Background: an optimization exercise with open tools, aiming at small area, a short achievable clock period and few clock cycles per item. Do not read the settings as production practice.
Only simulation tests tie the RTL to the original design; equivalence was not proved.
Power is estimated from default activity; no workload was simulated.

--- flow/design.v ---
module muldiv(clk, reset, CtoM, CtoD, A, B, High, Low, MtoC, DtoC, DivZero);
  input clk;
  input reset;
  input CtoM;
  input CtoD;
  input [31:0] A;
  input [31:0] B;
  output [31:0] High;
  output [31:0] Low;
  output MtoC;
  output DtoC;
  output DivZero;
  reg s_setup, s_mit, s_dit, s_fix;
  reg [31:0] H, L, M;
  reg [5:0] cnt;
  reg c31;   
  reg two;   
  reg mb;    
  reg m2;    
  reg isdiv, sA, sB;
  reg mdone, ddone, dzero;
  assign High = H;
  assign Low = L;
  assign MtoC = mdone;
  assign DtoC = ddone;
  assign DivZero = dzero;
  function [5:0] lzc;
    input [31:0] x;
    reg [15:0] v1; reg [15:0] z1;
    reg [7:0] v2;  reg [1:0] z2 [0:7];
    reg [3:0] v3;  reg [2:0] z3 [0:3];
    reg [1:0] v4;  reg [3:0] z4 [0:1];
    reg [4:0] z5;
    integer i;
    begin
      for (i = 0; i < 16; i = i + 1) begin
        v1[i] = x[2*i+1] | x[2*i];
        z1[i] = !x[2*i+1];
      end
      for (i = 0; i < 8; i = i + 1) begin
        v2[i] = v1[2*i+1] | v1[2*i];
        z2[i] = {!v1[2*i+1], v1[2*i+1] ? z1[2*i+1] : z1[2*i]};
      end
      for (i = 0; i < 4; i = i + 1) begin
        v3[i] = v2[2*i+1] | v2[2*i];
        z3[i] = {!v2[2*i+1], v2[2*i+1] ? z2[2*i+1] : z2[2*i]};
      end
      for (i = 0; i < 2; i = i + 1) begin
        v4[i] = v3[2*i+1] | v3[2*i];
        z4[i] = {!v3[2*i+1], v3[2*i+1] ? z3[2*i+1] : z3[2*i]};
      end
      z5 = {!v4[1], v4[1] ? z4[1] : z4[0]};
      lzc = (v4[1] | v4[0]) ? {1'b0, z5} : 6'd32;
    end
  endfunction
  function [32:0] add32;
    input [31:0] a;
    input [31:0] b;
    reg [31:0] g, p, gg, pp;
    integer i, l;
    begin
      g = a & b;
      p = a ^ b;
      gg = g;
      pp = p;
      for (l = 0; l < 5; l = l + 1)
        for (i = 0; i < 32; i = i + 1)
          if ((i >> l) & 1) begin
            gg[i] = gg[i] | (pp[i] & gg[((i >> l) << l) - 1]);
            pp[i] = pp[i] & pp[((i >> l) << l) - 1];
          end
      add32 = {gg[31], p ^ {gg[30:0], 1'b0}};
    end
  endfunction
  function [31:0] inc32;
    input [31:0] x;
    reg [31:0] pp;
    integer i, l;
    begin
      pp = x;
      for (l = 0; l < 5; l = l + 1)
        for (i = 0; i < 32; i = i + 1)
          if ((i >> l) & 1)
            pp[i] = pp[i] & pp[((i >> l) << l) - 1];
      inc32 = x ^ {pp[30:0], 1'b1};
    end
  endfunction
  function [6:0] add7;
    input [6:0] a;
    input [6:0] b;
    input ci;
    reg [6:0] g, p, gg, pp;
    integer i, l;
    begin
      g = a & b;
      p = a ^ b;
      gg = g;
      pp = p;
      gg[0] = g[0] | (p[0] & ci);
      for (l = 0; l < 3; l = l + 1)
        for (i = 0; i < 7; i = i + 1)
          if ((i >> l) & 1) begin
            gg[i] = gg[i] | (pp[i] & gg[((i >> l) << l) - 1]);
            pp[i] = pp[i] & pp[((i >> l) << l) - 1];
          end
      add7 = p ^ {gg[5:0], ci};
    end
  endfunction
  wire [31:0] negA = inc32(~A);
  wire [31:0] negB = inc32(~B);
  wire [31:0] absA = A[31] ? negA : A;
  wire [31:0] absB = B[31] ? negB : B;
  wire [5:0] zA = lzc(absA);
  wire [5:0] zB = lzc(absB);
  wire [5:0] zar = M[5:0];
  wire ashort = (zar > cnt);
  wire [6:0] zd = add7({1'b0, cnt}, ~{1'b0, zar}, 1'b1);
  wire [5:0] mamt = ashort ? zar : cnt;
  wire [4:0] amt = isdiv ? zd[4:0] : mamt[4:0];
  wire [31:0] sh_in = (!isdiv && ashort) ? L : H;
  wire [31:0] sh_out = sh_in << amt;
  wire [31:0] mval = ashort ? H : L;
  wire mc30 = (mamt == 6'd30);
  wire [31:0] ax = s_mit ? (two ? {L[29:0], 2'b0} : {L[30:0], 1'b0}) : (L ^ {32{s_fix}});
  wire [31:0] ay = (M & {32{(s_mit && mb) || s_dit}}) | ({M[30:0], 1'b0} & {32{s_mit && m2}}) |
                   {31'd0, s_fix};
  wire [32:0] asum = add32(ax, ay);
  wire ac = asum[32];
  wire [31:0] hx = s_mit ? (two ? {H[29:0], L[31:30]} : {H[30:0], L[31]}) :
                   (s_dit ? {H[30:0], 1'b0} : ~H);
  wire [31:0] hx1 = inc32(hx);
  wire hci = ac || (s_fix && isdiv);
  wire [31:0] hsum = hci ? hx1 : hx;
  wire c31n = two ? (cnt == 6'd29) : (cnt == 6'd30);
  wire twon = !c31n && (!hx[31] || (!hx[30] && !M[31]));
  wire mbn = twon ? (!hx[31] && hx[30]) : hx[31];
  wire m2n = twon && hx[31];
  wire twos = !mc30 && (!sh_out[30] || (!sh_out[29] && !mval[31]));
  wire mbs = twos ? (!sh_out[30] && sh_out[29]) : sh_out[30];
  wire m2s = twos && sh_out[30];
  wire negH = sA ^ sB;
  wire negL = isdiv ? sA : (sA ^ sB);
  wire needfix = isdiv ? (sA || sB) : (sA ^ sB);
  wire mlast = two ? (cnt == 6'd30) : c31;
  wire dlast = (cnt[4:0] == 5'd31);
  always @(posedge clk) begin
    mdone <= 1'b0;
    ddone <= 1'b0;
    if (reset) begin
      s_setup <= 1'b0;
      s_mit <= 1'b0;
      s_dit <= 1'b0;
      s_fix <= 1'b0;
      dzero <= 1'b0;
    end
    else begin
      if (CtoM || CtoD) begin
        L <= absA;
        H <= (B[31] ^ CtoD) ? negB : B;
        M[5:0] <= zA;
        cnt <= zB;
        sA <= A[31];
        sB <= B[31];
        isdiv <= CtoD;
        s_setup <= 1'b1;
      end
      if (s_setup) begin
        s_setup <= 1'b0;
        if (!isdiv) begin
          cnt <= mamt + 6'd1;
          c31 <= mc30;
          two <= twos;
          mb <= mbs;
          m2 <= m2s;
          M <= mval;
          if (mamt[5]) begin
            H <= 32'd0;
            L <= 32'd0;
            mdone <= 1'b1;
          end
          else begin
            H <= {sh_out[30:0], 1'b0};
            L <= mval;
            if (mamt != 6'd31) s_mit <= 1'b1;
            else if (needfix) s_fix <= 1'b1;
            else mdone <= 1'b1;
          end
        end
        else begin
          cnt <= {1'b0, ~zd[4:0]};
          M <= sh_out;
          H <= 32'd0;
          dzero <= cnt[5];
          if (cnt[5]) ddone <= 1'b1;
          else if (zd[6]) begin
            if (sA) s_fix <= 1'b1;
            else ddone <= 1'b1;
          end
          else s_dit <= 1'b1;
        end
      end
      if (s_mit) begin
        cnt <= cnt + (two ? 6'd2 : 6'd1);
        c31 <= c31n;
        two <= twon;
        mb <= mbn;
        m2 <= m2n;
        L <= asum[31:0];
        H <= hsum;
        if (mlast) begin
          s_mit <= 1'b0;
          if (needfix) s_fix <= 1'b1;
          else mdone <= 1'b1;
        end
      end
      if (s_dit) begin
        cnt <= cnt + 6'd1;
        if (ac) L <= asum[31:0];
        H <= hsum;
        M <= {1'b1, M[31:1]};
        if (dlast) begin
          s_dit <= 1'b0;
          if (needfix) s_fix <= 1'b1;
          else ddone <= 1'b1;
        end
      end
      if (s_fix) begin
        if (negL) L <= asum[31:0];
        if (negH) H <= hsum;
        s_fix <= 1'b0;
        mdone <= !isdiv;
        ddone <= isdiv;
      end
    end
  end
endmodule
--- flow/constraint.sdc ---
create_clock -name core_clock -period 8.0 [get_ports {clk}]
set_input_delay 1.6000 -clock core_clock [delete_from_list [all_inputs] [get_ports {clk}]]
set_output_delay 1.6000 -clock core_clock [all_outputs]
set_load 0.01 [all_outputs]
--- flow/config.mk ---
export PLATFORM = sky130hd
export DESIGN_NAME = muldiv
export DESIGN_NICKNAME = muldiv
export VERILOG_FILES = /design/flow/design.v
export SDC_FILE = /design/flow/constraint.sdc
export NUM_CORES = 4
export LEC_CHECK = 0
export ABC_AREA = 1
export CAP_MARGIN = 20
export CORE_MARGIN = 2
export CORE_UTILIZATION = 40
export SETUP_SLACK_MARGIN = 4.0
export SLEW_MARGIN = 20
--- flow/flow/run.sh ---
#!/bin/bash
# The standard layout (the standard.sh, unchanged), with plain buf_1
# cells as the port buffers in place of the delay cells that buffer_ports
# picks by default. Every port is still buffered.
set -euo pipefail
export BUFFER_PORTS_ARGS="-buffer_cell sky130_fd_sc_hd__buf_1"
bash standard.sh > standard.log 2>&1
--- flow/standard.sh ---
#!/bin/bash
# synth_recipe.tcl (not shown) runs the flow's synth.tcl, then flattens the netlist and writes it again
# the make line also repeats each setting of config.mk as NAME=value (left out here)
make -C /OpenROAD-flow-scripts/flow DESIGN_CONFIG=/design/flow/config.mk WORK_HOME=/design/flow/orfs CLKGATE_MAP_FILE= SYNTH_SCRIPT=/design/flow/synth_recipe.tcl "${@:-finish}"
==> run notes, run 1 <==
post-layout util=46.14%; Fin. Hold Viols=0; pwr/cell area=222.0 nW/µm²; PortBufs=134; max_slew headroom=23.99%; final setup TNS=0 ns; status=finished clean; Area after DPL=18560 µm²; GR Overflow Total=0; CP delay by family, top=simple AND/OR/NAND/NOR gates; Fmax achieved=0.2544 GHz; routed wire length=90.46 mm; hold buffers post-CTS=0; Synth top cells by count=788 x nand2_1, 362 x nand3_1, 304 x a21oi_1; FFs w/ async S/R, synth=0%; Synth area leaders=edfxtp_1 18%, nand2_1 17%, nand3_1 10%; die area=46510 µm²; synthesized area=17920 µm²; Sequential Power Share=21.6%; CTS H-Tree Depth=4; max_cap viols=0; IO Pins=135; Syn Area/Cell=5.926 µm²; vias per inst=6.220; WP data arrival=4.29 ns; vias in the first global route=20580; Final ANT Viol Nets=0; CTS tree=built; sequential area share after synthesis=19.05%; final period utilization=49.14%; Crit path top cell by count=nand2_1; Layout Skew=0.01307 ns; Worst-Skew Late Latency=0.50 ns; Root Buffer=clkbuf_16; largest area contributor in the netlist=edfxtp_1; Post-layout nets=3235; design area=20400 µm²; top cell type's share of synthesized area=18.26%; Synth Net Count=3169; # rows=77; worst-path fanout max=5; Main synth FF type=edfxtp_1; DR WL/cell=24.47 µm; hold slack=0.5894 ns; CP peak stage delay=0.22 ns; DR pass1 iterations=6; Syn Inst Count=3024; total CTS buffers=17; Reg clk slew, reported paths=0.06 ns; Final Setup Violations=0; CP Data Required Time=8.36 ns; top-count cell post-synth=nand2_1; initial antenna violation count=1; Power Total=4.529 mW; Final GP Congestion=1.041; starting density of the core=40.53%; CP startpoint kind=primary input; first-pass GRT wire length=131.0 mm; Cell Chain, Critical Path=buf_6 -> inv_4 -> ha_4 -> nand3_4 -> nor2_4 -> nand2_2 -> nor3_2 -> nand3_1 -> nor3_2 -> ha_2 -> xnor2_2 -> nand2_1 -> o211ai_1 -> nor2_1 -> nand2_1 -> nor2_4 -> buf_12 -> nand4_1 -> nand3_1 -> nand2_1 -> nand2_1; synth unique cells=61; VDD IR-drop max=0.0001457 V; Detail Placement HPWL=65.43 mm; LEAKAGE=9.114 nW; largest net degree at the start of global routing=75; internal power=2.102 mW; Synth warnings=7; max-slew violations=0; Buf/Inv on CP=3; DR vias=22990; Sw Share=53.59%; Clock Sinks=116; Psw=2.427 mW; number of flops mapped to enable cells by yosys=109; Logic pwr share=59.8%; critical path's slowest cell=ha_2; Core ar.=44220 µm²; HP Class=reg -> reg; Slew @ Worst Pin=1.140 ns; minimum clock period=3.931 ns; total global-route track usage=37.36%; Die Span X=215.7 µm; maximum root-to-sink buffer count=2; crit end category=flop; critical path type=in -> reg; #FFs+latches synth=116; Clock Power Share=18.7%; RSZ-0062 raised after global routing=yes; Die Y=215.7 µm; drt initial violations=3315; fraction of layout cells with a size suffix above 1=9.861%; DR DRC count=0; Layout area overhead=13.85%
[state kept, by name, indices dropped and copies added, names as in the netlist]
signal   count
isdiv        1
c31          1
cnt          6
dzero        1
M           32
s_mit        1
L           32
m2           1
two          1
s_dit        1
s_fix        1
s_setup      1
sA           1
mb           1
H           32
sB           1
mdone        1
ddone        1
[power groups by stage]
stage / Combinational (mW) / Sequential [mW] / Clock [mW]
after detailed placement: 2.42 / 0.981 / 0
after CTS: 2.51 / 0.968 / 0.851
after floorplan: 1.72 / 0.896 / 0
after global placement: 2.41 / 0.979 / 0
after global routing: 2.91 / 0.972 / 0.869
final: 2.71 / 0.976 / 0.846
[metrics by stage]
stage               setup slack (ns)  cells
global placement               2.609   3596
global route                   3.887   3695
CTS                            4.003   3657
floorplan                      4.019   3024
detailed placement             2.479   3596
finish                         4.069   3696
[final cells by class]
cell class | count | area (µm²)
Clock buffer | 24 | 481.7
Inverter | 317 | 1271
Clock inverter | 8 | 127.6
Multi-Input combinational cell | 2415 | 12930
Timing Repair Buffer | 220 | 1401
Tap cell | 592 | 740.7
Timing Repair inverter | 3 | 22.52
Sequential cell | 116 | 3425
Antenna cell | 1 | 2.502
Fill cell | 4700 | 23820
[layout by cell type, fill, tap and decap left out, types with 9 or more instances in the layout]
cell type	instances
a211oi_1	11
a21oi_1	298
a22oi_1	23
a31oi_1	21
a32oi_1	16
buf_1	127
buf_4	65
buf_6	9
clkbuf_16	19
clkinvlp_4	9
edfxtp_1	109
ha_1	65
inv_1	286
inv_2	16
nand2_1	775
nand2_2	21
nand2_4	9
nand3_1	350
nand3_2	12
nand3_4	15
nand4_1	56
nor2_1	185
nor2_2	25
nor2_4	16
nor3_1	19
o211ai_1	15
o21ai_0	257
o21ai_1	39
o21ai_2	9
o21bai_1	10
o221ai_1	14
o22ai_1	32
xnor2_1	17
xor2_1	22
[final timing paths]
| kind | from | to | slack, ns | cells after the start |
|---|---|---|---|---|
| max | B[1] | cnt[5] | 4.07 | 21 |
| min | dzero | dzero | 0.59 | 2 |
| max reg2reg | M[5] | M[2] | 4.11 | 18 |
| min reg2reg | dzero | dzero | 0.59 | 2 |
[tightest hold or removal path, cell delays in order, from the launching register on]
cell,delay (ns)
dfxtp_1,0.37
o21ai_0,0.10
nor2_1,0.08
[metal layers]
metal  up-vias  global-route usage [%]  wire [µm]
met5         -                       0         13
met4         2                   18.99       5060
met2      1518                   56.98      38900
met3       278                   7.963      10740
met1     10720                   49.69      35750
li1      10470                       -          -
[cell families after synthesis]
family / synth area share, %
adders and majority gates: 5.711
AOI/OAI and AO/OA: 24.29
and+or+nand+nor: 37.41
DFF: 19.05
buffers and inverters: 11.54
xor gates and xnor gates: 2.004
[repair_timing]
action                                  4_1_cts  5_1_grt
pin swaps                                    11       38
buffers inserted                             21       33
resized for setup                            61      107
endpoints found under the setup margin      107       97
gates cloned                                  8        5
Testbench counts, summed over its fixed seeds: cycles 26,682, ops 3,200.
==> inputs of run 2 (changes only) <==
--- a/flow/design.v
+++ b/flow/design.v
@@ -13,5 +13,5 @@
   reg s_setup, s_mit, s_dit, s_fix;
   reg [31:0] H, L, M;
-  reg [5:0] cnt;
+  reg [5:0] cnt, zar;
   reg c31;   
   reg two;   
@@ -113,5 +113,4 @@
   wire [5:0] zA = lzc(absA);
   wire [5:0] zB = lzc(absB);
-  wire [5:0] zar = M[5:0];
   wire ashort = (zar > cnt);
   wire [6:0] zd = add7({1'b0, cnt}, ~{1'b0, zar}, 1'b1);
@@ -130,5 +129,5 @@
                    (s_dit ? {H[30:0], 1'b0} : ~H);
   wire [31:0] hx1 = inc32(hx);
-  wire hci = ac || (s_fix && isdiv);
+  wire hci = (s_mit || s_dit) ? ac : (isdiv || (L == 32'd0));
   wire [31:0] hsum = hci ? hx1 : hx;
   wire c31n = two ? (cnt == 6'd29) : (cnt == 6'd30);
@@ -158,5 +157,5 @@
         L <= absA;
         H <= (B[31] ^ CtoD) ? negB : B;
-        M[5:0] <= zA;
+        zar <= zA;
         cnt <= zB;
         sA <= A[31];
==> run notes, run 2 <==
vias in the first global route=19920; Synth top cells by count=743 x nand2_1, 332 x nand3_1, 313 x inv_1; FFs w/ async S/R, synth=0%; vias per inst=6.140; FF-to-FF End=H[21]; Die Y=214.2 µm; # rows=77; cell depth of the worst hold path=2; Post-layout nets=3147; Layout Skew=0.01496 ns; status=finished clean; total global-route track usage=35.46%; WP data arrival=4.28 ns; Core ar.=43930 µm²; Final Setup Violations=0; total CTS buffers=17; Finished Layout Cells=3609; Main synth FF type=edfxtp_1; worst-path fanout max=17; Layout area overhead=12.34%; most common cell after layout, fill and taps aside=nand2_1; Power Total=4.126 mW; largest registers=H (32), L (32), M (32); Area after DPL=18490 µm²; top-count cell post-synth=nand2_1; hold buffers post-CTS=0; Fmax achieved=0.2526 GHz; Clock Sinks=122; synthesized area=17680 µm²; Die Span X=214.2 µm; R2R depth=15; critical path type=reg -> reg; Hold Crit Start=dzero; fraction of layout cells with a size suffix above 1=8.850%; commonest cells after routing, fill and taps aside=737 x nand2_1, 322 x nand3_1, 304 x inv_1; Detail Placement HPWL=61.38 mm; dpl ws=2.839 ns; CTS H-Tree Depth=4; Placed Instances=3528; fillcell total=4749; final setup TNS=0 ns; die area=45890 µm²; DR vias=22160; CTS tree=built; design area=19860 µm²; drt initial violations=2995; maximum root-to-sink buffer count=2; minimum clock period=3.959 ns; Final ANT Viol Nets=0; r2r setup slk=4.04 ns; Synth Net Count=3081; synth unique cells=59; Slew @ Worst Pin=1.140 ns; max_slew headroom=23.99%; routed wire length=84.84 mm; pwr/cell area=207.8 nW/µm²; Fin. Hold Viols=0; DR pass1 iterations=7; number of flops mapped to enable cells by yosys=115; sequential area share after synthesis=20.33%; initial antenna violation count=4; Worst-Skew Late Latency=0.48 ns; HP Class=reg -> reg; worst hold endpoint=dzero; PortBufs=134; GR Overflow Total=0; Ant. Diodes=0; first-pass GRT wire length=124.6 mm; IO Pins=135; CP startpoint kind=flop; Synth area leaders=edfxtp_1 20%, nand2_1 16%, nand3_1 9.4%; RSZ-0062 raised after global routing=no; max_cap viols=0; Syn Area/Cell=6.017 µm²; final period utilization=49.49%; LEAKAGE=8.659 nW; VDD IR-drop max=0.0001520 V; Reg clk slew, reported paths=0.07 ns; CP Data Required Time=8.32 ns; DR WL/cell=23.51 µm; Final GP Congestion=1.005; starting density of the core=40.24%; max-slew violations=0; #FFs+latches synth=122; RR Startpoint=zar[5]; top cell type's share of synthesized area=19.53%; crit end category=flop; Syn Inst Count=2938; largest net degree at the start of global routing=69; Root Buffer=clkbuf_16; final worst slack=4.041 ns; DR DRC count=0; Synth warnings=7; largest area contributor in the netlist=edfxtp_1
run 2: cell types whose count changed after synthesis, sizes merged, moves of 9 or more:
cell   previous run  this run
buf              96        75
a21oi           304       293
inv             315       326
nor4              3        13
nand3           374       342
xor2             22        31
nand2           805       756
run 2: repair_timing:
item                       4_1_cts  5_1_grt
pin swaps                        6       18
gates cloned                     3        4
resized for setup               30       82
hold endpoints to repair         0        0
setup endpoints to repair       95      109
setup buffers                   12       30
run 2: final cells by class:
type / instances / area (µm²) / area share (%)
sequential: 122 / 3600 / 18.13
multi-input combinational: 2319 / 12410 / 62.46
inverter: 332 / 1310 / 6.596
timing repair buffer: 211 / 1225 / 6.168
tap: 592 / 740.7 / 3.730
clock inverter: 15 / 146.4 / 0.7371
clock buffer: 17 / 425.4 / 2.142
timing repair inverter: 1 / 7.507 / 0.03780
run 2: metrics by stage:
stage | utilization [%] | hold WS (ns)
floorplan | - | 0.5201
global placement | 42.09 | 0.4968
detailed placement | 42.10 | 0.4992
CTS | 43.88 | 0.5190
global route | 45.21 | 0.5517
finish | 45.21 | 0.5156
run 2: worst max-delay path, cell delays in order (launching register included):
cell,delay (ns)
edfxtp_1,0.61
ha_1,0.42
nand2_1,0.14
nor2_4,0.17
nand2_2,0.08
nand3_4,0.22
nand2_8,0.14
o21ai_2,0.37
inv_2,0.19
nor2_4,0.19
inv_1,0.12
nor2_4,0.19
nand2_1,0.12
clkinvlp_4,0.33
nand3_1,0.31
nand3_1,0.17
run 2: per-layer routing:
| metal | routed length (µm) | global-route usage, % | share of wire [%] | vias up |
|---|---|---|---|---|
| li1 | - | - | - | 10170 |
| met1 | 32870 | 45.48 | 39 | 10310 |
| met2 | 36100 | 53.02 | 43 | 1400 |
| met3 | 10140 | 9.716 | 12 | 279 |
| met4 | 5690 | 21.50 | 6.7 | 6 |
| met5 | 44 | 0 | 0.052 | - |
run 2: cells by family (layout without fill, tap and decap cells):
family,count (synthesis),in the layout,share of synthesized area (%)
adders and majority gates,75,75,5.648
AOI/OAI and AO/OA,767,767,24.56
xor gates and xnor gates,46,46,2.279
DFF,122,122,20.33
and+or+nand+nor,1426,1431,35.66
buffers and inverters,502,576,11.52
run 2: worst max-delay path by stage:
stage	slack, ns	endpoint	depth (start not counted)	startpoint
2_1_floorplan	3.99	cnt[0]	21	B[1]
3_3_place_gp	2.88	H[22]	21	s_mit
3_5_place_dp	2.84	H[22]	21	s_mit
4_1_cts	3.95	L[16]	16	A[0]
5_1_grt	3.96	zar[0]	18	A[0]
6_report	4.04	H[21]	15	zar[5]
run 2: power by group:
part | switching, mW | internal, mW | leakage [nW]
Clock | 0.353 | 0.456 | 0.269
Combinational | 1.64 | 0.682 | 7.22
Sequential | 0.164 | 0.830 | 1.17
Testbench counts of run 2, summed over its fixed seeds: cycles 26,682, ops 3,200.

-- what the ideal ports hide --
The flow's constraints put no driver on any port. The routed layouts listed below were extracted and timed again, unchanged, in two steps.
Step 1, drivers: a clkbuf_16 drives clk and a buf_2 each remaining input, both assumed.
Step 2 moves the port delays by t, midway between the first and last clock arrival at a register: inputs arrive t later, outputs are due t later. That takes back most of the time a late clock gives input paths.
Three values: no drivers, after step 1, after step 2; two values: the first two.
run | shift t [ns] | setup WS [ns] | slew at the worst register clock pin (ns) | worst slew at a driven data input, ns | cell pins on the clock port's net
run 1 | 0.550 | 4.069 / 4.091 / 3.542 | 0.07 / 0.07 | 0.06 | 1
run 2 | 0.526 | 4.041 / 4.041 / 3.636 | 0.07 / 0.07 | 0.04 | 1
After both steps setup and hold are still met in every run listed. The setup slack of run 1, which loses most, moves by +0.022 ns with the drivers and by -0.527 ns with both steps.
